This design comes from an exercise in tuning for small area and a short achievable clock period on the open sky130 flow, not from production work. The RTL was checked by simulation tests, not by an equivalence proof against the original design. Power is estimated from default activity; no workload was simulated.

// mips_core
module mips_core(clk, reset, iaddr, instr, dm_addr, dm_wdata, dm_we, dm_rdata);
Size in the first run: ~1,100 flip-flops, ~49,000 um^2 of cells after synthesis.
export LEC_CHECK = 0
export CAP_MARGIN = 20
export CORE_MARGIN = 2
export CORE_UTILIZATION = 50
export CTS_CLUSTER_DIAMETER = 80
export CTS_CLUSTER_SIZE = 24
export PLACE_DENSITY = 0.64
export SETUP_SLACK_MARGIN = 4.7
export SLEW_MARGIN = 20
export SYNTH_HIERARCHICAL = 1
create_clock -name core_clock -period 13.0 [get_ports {clk}]
standard.sh (not shown) runs the stock make flow with config.mk's settings and CLKGATE_MAP_FILE= SYNTH_SCRIPT=/design/flow/synth_recipe.tcl, a recipe that flattens the netlist after the stock synthesis.
==> flow/flow/run.sh <==
#!/bin/bash
# The standard layout, with the port buffers that buffer_ports inserts made
# plain buf_2 cells (the default pick is a delay cell, clkdlybuf4s50_1,
# that the later timing repair leaves in place on the output paths).
set -euo pipefail
bash standard.sh BUFFER_PORTS_ARGS="-buffer_cell sky130_fd_sc_hd__buf_2" finish > standard.log 2>&1
Next try:
==> flow/flow/run.sh (replaced) <==
#!/bin/bash
# The standard layout, with two changes:
# - the port buffers that buffer_ports inserts are plain buf_2 cells (the
#   default pick is a delay cell, clkdlybuf4s50_1, that the later timing
#   repair leaves in place on the output paths);
# - before floorplan, flow/downsize.tcl gives each combinational cell its
#   smallest drive strength, and the flow's repair sizes up what it needs.
set -euo pipefail
bash standard.sh BUFFER_PORTS_ARGS="-buffer_cell sky130_fd_sc_hd__buf_2" \
  PRE_FLOORPLAN_TCL="$PWD/flow/downsize.tcl" finish > standard.log 2>&1
==> flow/flow/downsize.tcl (new file) <==
# Before floorplan: give every combinational cell the smallest drive strength
# of its kind (synthesis maps each gate with a fixed load model and often
# picks a larger one); the timing repair of the flow sizes up what it needs.
set db [ord::get_db]
set smallest [dict create]
foreach lib [$db getLibs] {
  foreach m [$lib getMasters] {
    set n [$m getName]
    if {[regexp {^(sky130_fd_sc_hd__[a-z0-9]+)_[0-9]+$} $n -> base]} {
      if {[string match *lpflow* $n] || [string match *__df* $n] || [string match *__sdf* $n] || [string match *__edf* $n]} { continue }
      set a [expr {[$m getWidth] * [$m getHeight]}]
      if {![dict exists $smallest $base] || $a < [lindex [dict get $smallest $base] 0]} {
        dict set smallest $base [list $a $m]
      }
    }
  }
}
set n_swapped 0
foreach inst [[ord::get_db_block] getInsts] {
  set m [$inst getMaster]
  if {[regexp {^(sky130_fd_sc_hd__[a-z0-9]+)_[0-9]+$} [$m getName] -> base]} {
    if {![dict exists $smallest $base]} { continue }
    set s [lindex [dict get $smallest $base] 1]
    if {[$s getName] ne [$m getName]} {
      if {[$inst swapMaster $s]} { incr n_swapped }
    }
  }
}
puts "downsize: $n_swapped cells set to their smallest drive strength"
- SETUP_SLACK_MARGIN: 4.7 -> 4.4
=> Cell count went down by 1.3%. Clock-buffer cell count drops by 2. Via count came out lower by 0.51%. Power goes down by 1.3%.
Next try:
==> flow/flow/run.sh (replaced) <==
#!/bin/bash
# The standard layout, with the port buffers that buffer_ports inserts made
# plain buf_2 cells (the default pick is a delay cell, clkdlybuf4s50_1,
# that the later timing repair leaves in place on the output paths).
set -euo pipefail
bash standard.sh BUFFER_PORTS_ARGS="-buffer_cell sky130_fd_sc_hd__buf_2" finish > standard.log 2>&1
- CORE_UTILIZATION: 50 -> 58
- PLACE_DENSITY: 0.64 -> 0.72
- SETUP_SLACK_MARGIN: 4.4 -> 4.3
removed: flow/flow/downsize.tcl
- The changed run completed without violations
- final area went down by 2.2%
- wire length decreases by 9.3%
- power is lower by 1.2%
- worst setup slack gets better by 10 ps
- maximum frequency hardly moves
- hold slack improved by 11 ps
- register-to-register slack got worse by 80 ps
- sequential power hardly moves

---

mips_core, a different RTL version from the one above (not shown whole).
For scale: roughly 160 I/O pins, ~48000 µm² of cells after synthesis.
clock: 13.0 ns
lec_check: 0
cap_margin: 20
core_margin: 2
core_utilization: 54
cts_cluster_diameter: 80
cts_cluster_size: 24
place_density: 0.68
setup_slack_margin: 4.4
slew_margin: 20
synth_hierarchical: 1
==> flow/flow/run.sh <==
#!/bin/bash
# The standard layout, with the port buffers that buffer_ports inserts made
# plain buf_2 cells (the default pick is a delay cell, clkdlybuf4s50_1,
# that the later timing repair leaves in place on the output paths).
set -euo pipefail
bash standard.sh BUFFER_PORTS_ARGS="-buffer_cell sky130_fd_sc_hd__buf_2" finish > standard.log 2>&1
Edit:
- CORE_UTILIZATION: 54 -> 50
- PLACE_DENSITY: 0.68 -> 0.64
- SETUP_SLACK_MARGIN: 4.4 -> 4.6
Global-route usage drops by 1.8 points. Wire length climbs by 3.7%. Cell count climbs by 3.0%. Clock skew drops by 0.0054 ns. Hold slack barely changes. Power is about the same. Clock-buffer cell count drops by 1.
Edit:
- SETUP_SLACK_MARGIN: 4.6 -> 4.5
Result: The new run ran to the end with no violations; register-to-register slack is worse by 0.03 ns; cell area fell by about 1.1%; wire length is lower by about 0.7%; worst setup slack degrades by 0.033 ns; critical path depth is unchanged; combinational power goes down by about 0.7%; cell count falls by 0.50%.

---

RTL: one of the versions met above, not the one the previous note started from.
Size: roughly 4700 cells after synthesis, ~1100 flip-flops, about 49000 um^2 of cells after synthesis.
Settings: LEC_CHECK=0, CAP_MARGIN=20, CORE_MARGIN=2, CORE_UTILIZATION=50, CTS_BUF_LIST=sky130_fd_sc_hd__clkbuf_4 sky130_fd_sc_hd__clkbuf_8, PLACE_DENSITY=0.64, SETUP_SLACK_MARGIN=5.0, SLEW_MARGIN=20, SYNTH_HIERARCHICAL=1; clock period 13.0 ns.
==> flow/flow/run.sh <==
#!/bin/bash
# The standard layout, with the port buffers that buffer_ports inserts made
# plain buf_4 cells (the default pick is a delay cell, clkdlybuf4s50_1,
# that the later timing repair leaves in place on the output paths).
set -euo pipefail
bash standard.sh BUFFER_PORTS_ARGS="-buffer_cell sky130_fd_sc_hd__buf_4" finish > standard.log 2>&1
The starting point finished with timing, DRC and antenna clean.
Next try:
==> flow/flow/run.sh (replaced) <==
#!/bin/bash
# The standard layout, with the port buffers that buffer_ports inserts made
# plain buf_2 cells (the default pick is a delay cell, clkdlybuf4s50_1,
# that the later timing repair leaves in place on the output paths).
set -euo pipefail
bash standard.sh BUFFER_PORTS_ARGS="-buffer_cell sky130_fd_sc_hd__buf_2" finish > standard.log 2>&1
Settings changed: CTS_BUF_LIST sky130_fd_sc_hd__clkbuf_4 sky130_fd_sc_hd__clkbuf_8 to not set, CTS_CLUSTER_DIAMETER set to 80, CTS_CLUSTER_SIZE set to 24, SETUP_SLACK_MARGIN 5.0 to 4.3.
Effect: The new run finished with timing, DRC and antenna clean; routed wire length fell by 5.8%; synthesized cell count does not change; power fell by 18%; cell count fell by 5.6%; area after synthesis is unchanged.

---

== main ==
Another version of the RTL of mips_core (not shown whole).
Size: ~160 I/O pins, about 0.048 mm^2 of cells after synthesis.
==> flow/config.mk <==
export PLATFORM = sky130hd
export DESIGN_NAME = mips_core
export DESIGN_NICKNAME = mips_core
export VERILOG_FILES = /design/flow/design.v
export SDC_FILE = /design/flow/constraint.sdc
export NUM_CORES = 4
export LEC_CHECK = 0
export CAP_MARGIN = 20
export CORE_MARGIN = 2
export CORE_UTILIZATION = 55
export PLACE_DENSITY = 0.68
export SLEW_MARGIN = 20
export SYNTH_HIERARCHICAL = 1
==> flow/constraint.sdc <==
create_clock -name core_clock -period 13.0 [get_ports {clk}]
set_input_delay 2.6000 -clock core_clock [delete_from_list [all_inputs] [get_ports {clk}]]
set_output_delay 2.6000 -clock core_clock [all_outputs]
set_load 0.01 [all_outputs]
run.sh (not shown) runs the stock make flow with config.mk's settings and CLKGATE_MAP_FILE= SYNTH_SCRIPT=/design/flow/synth_recipe.tcl, a recipe that flattens the netlist after the stock synthesis.
Stock flow here: none of the scripts above is used.
What the feature branch does differently from main at the input level:
- setting SETUP_SLACK_MARGIN to 4.0 for the first time
Findings:
The feature branch gives more growth of design area from synthesis to finish than main did. Delta (the feature branch minus main): highest attainable clock frequency has increased; largest vdd supply drop has decreased; utilization of the core after routing has increased; final standard cell area without fillers has increased. The feature branch ends up with a combined area of the multi-input logic cells that is about 2% higher than in main. Looking at cell with the biggest individual delay on the critical path, the nand4_1 result is from the feature branch; the nor3_2 one comes from main.

---

mips_core again, from the RTL that the note above started with.
clock: 13.0 ns
lec_check: 0
cap_margin: 20
core_margin: 2
core_utilization: 50
place_density: 0.64
setup_slack_margin: 5.0
slew_margin: 20
synth_hierarchical: 1
standard.sh (not shown) runs the stock make flow with config.mk's settings and CLKGATE_MAP_FILE= SYNTH_SCRIPT=/design/flow/synth_recipe.tcl, a recipe that flattens the netlist after the stock synthesis.
==> flow/flow/run.sh <==
#!/bin/bash
# The standard layout, with the port buffers that buffer_ports inserts made
# plain buf_4 cells (the default pick is a delay cell, clkdlybuf4s50_1,
# that the later timing repair leaves in place on the output paths).
set -euo pipefail
bash standard.sh BUFFER_PORTS_ARGS="-buffer_cell sky130_fd_sc_hd__buf_4" finish > standard.log 2>&1
Edit:
==> flow/flow/run.sh (replaced) <==
#!/bin/bash
# The standard layout, with two changes:
# - the port buffers that buffer_ports inserts are plain buf_2 cells (the
#   default pick is a delay cell, clkdlybuf4s50_1, that the later timing
#   repair leaves in place on the output paths);
# - before floorplan, flow/downsize.tcl gives each combinational cell its
#   smallest drive strength, and the flow's repair sizes up what it needs.
set -euo pipefail
bash standard.sh BUFFER_PORTS_ARGS="-buffer_cell sky130_fd_sc_hd__buf_2" \
  PRE_FLOORPLAN_TCL="$PWD/flow/downsize.tcl" finish > standard.log 2>&1
==> flow/flow/downsize.tcl (new file) <==
# Before floorplan: give every combinational cell the smallest drive strength
# of its kind (synthesis maps each gate with a fixed load model and often
# picks a larger one); the timing repair of the flow sizes up what it needs.
set db [ord::get_db]
set smallest [dict create]
foreach lib [$db getLibs] {
  foreach m [$lib getMasters] {
    set n [$m getName]
    if {[regexp {^(sky130_fd_sc_hd__[a-z0-9]+)_[0-9]+$} $n -> base]} {
      if {[string match *lpflow* $n] || [string match *__df* $n] || [string match *__sdf* $n] || [string match *__edf* $n]} { continue }
      set a [expr {[$m getWidth] * [$m getHeight]}]
      if {![dict exists $smallest $base] || $a < [lindex [dict get $smallest $base] 0]} {
        dict set smallest $base [list $a $m]
      }
    }
  }
}
set n_swapped 0
foreach inst [[ord::get_db_block] getInsts] {
  set m [$inst getMaster]
  if {[regexp {^(sky130_fd_sc_hd__[a-z0-9]+)_[0-9]+$} [$m getName] -> base]} {
    if {![dict exists $smallest $base]} { continue }
    set s [lindex [dict get $smallest $base] 1]
    if {[$s getName] ne [$m getName]} {
      if {[$inst swapMaster $s]} { incr n_swapped }
    }
  }
}
puts "downsize: $n_swapped cells set to their smallest drive strength"
- CTS_CLUSTER_DIAMETER: default -> 80
- CTS_CLUSTER_SIZE: default -> 24
- SETUP_SLACK_MARGIN: 5.0 -> 4.4
=> Fmax drops by 1.8%. Worst setup slack got worse by 0.16 ns. Cell area falls by about 6%. Total power shrinks by 18%. Routed wire length is lower by about 3.3%. Sequential power barely changes. Synthesized cell count stays the same. Clock skew rose by 0.010 ns.

port drivers added, routing unchanged:
In the flow no input, the clock included, has a driving cell. The finished layouts below were timed again as built, in two steps.
Step 1 sets driving cells, clkbuf_16 on the clock port and buf_2 on the other inputs (assumed; they add their load-dependent delay and slew).
Step 2 moves the port delays by t, midway between the first and last clock arrival at a register: inputs arrive t later, outputs are due t later. That takes back most of the time a late clock gives input paths.
Slacks: ideal / step 1 / step 2; pairs: ideal / step 1.
run | t (ns) | slack for setup (ns) | latest minus earliest clock arrival (ns) | worst register clock-pin slew, ns
the first run of note 1 | 0.772 | 4.495 / 4.440 / 3.976 | 0.064 / 0.065 | 0.11 / 0.11
the second run of note 1 | 0.762 | 4.208 / 4.187 / 3.682 | 0.058 / 0.058 | 0.11 / 0.11
the third run of note 1 | 0.736 | 4.219 / 4.195 / 3.634 | 0.057 / 0.057 | 0.10 / 0.10
the first run of note 2 | 0.760 | 4.393 / 4.389 / 3.683 | 0.043 / 0.043 | 0.10 / 0.10
the second run of note 2 | 0.764 | 4.465 / 4.402 / 3.850 | 0.038 / 0.037 | 0.10 / 0.10
the third run of note 2 | 0.768 | 4.432 / 4.364 / 3.850 | 0.038 / 0.039 | 0.10 / 0.10
the first run of note 3 | 0.967 | 4.456 / 4.405 / 4.005 | 0.064 / 0.064 | 0.07 / 0.07
the second run of note 3 | 0.764 | 4.298 / 4.269 / 3.646 | 0.060 / 0.059 | 0.11 / 0.11
main | 0.760 | 2.086 / 2.062 / 2.062 | 0.043 / 0.043 | 0.07 / 0.07
the feature branch | 0.773 | 3.810 / 3.785 / 3.207 | 0.039 / 0.038 | 0.07 / 0.07
the first run of note 5 | 0.796 | 4.134 / 4.086 / 4.086 | 0.028 / 0.028 | 0.07 / 0.07
the second run of note 5 | 0.771 | 3.975 / 3.924 / 3.711 | 0.038 / 0.038 | 0.11 / 0.11
After both steps every run listed still meets setup and hold. For the first run of note 2, which loses most, drivers alone change the setup slack by -0.004 ns; drivers and shift together by -0.710 ns.
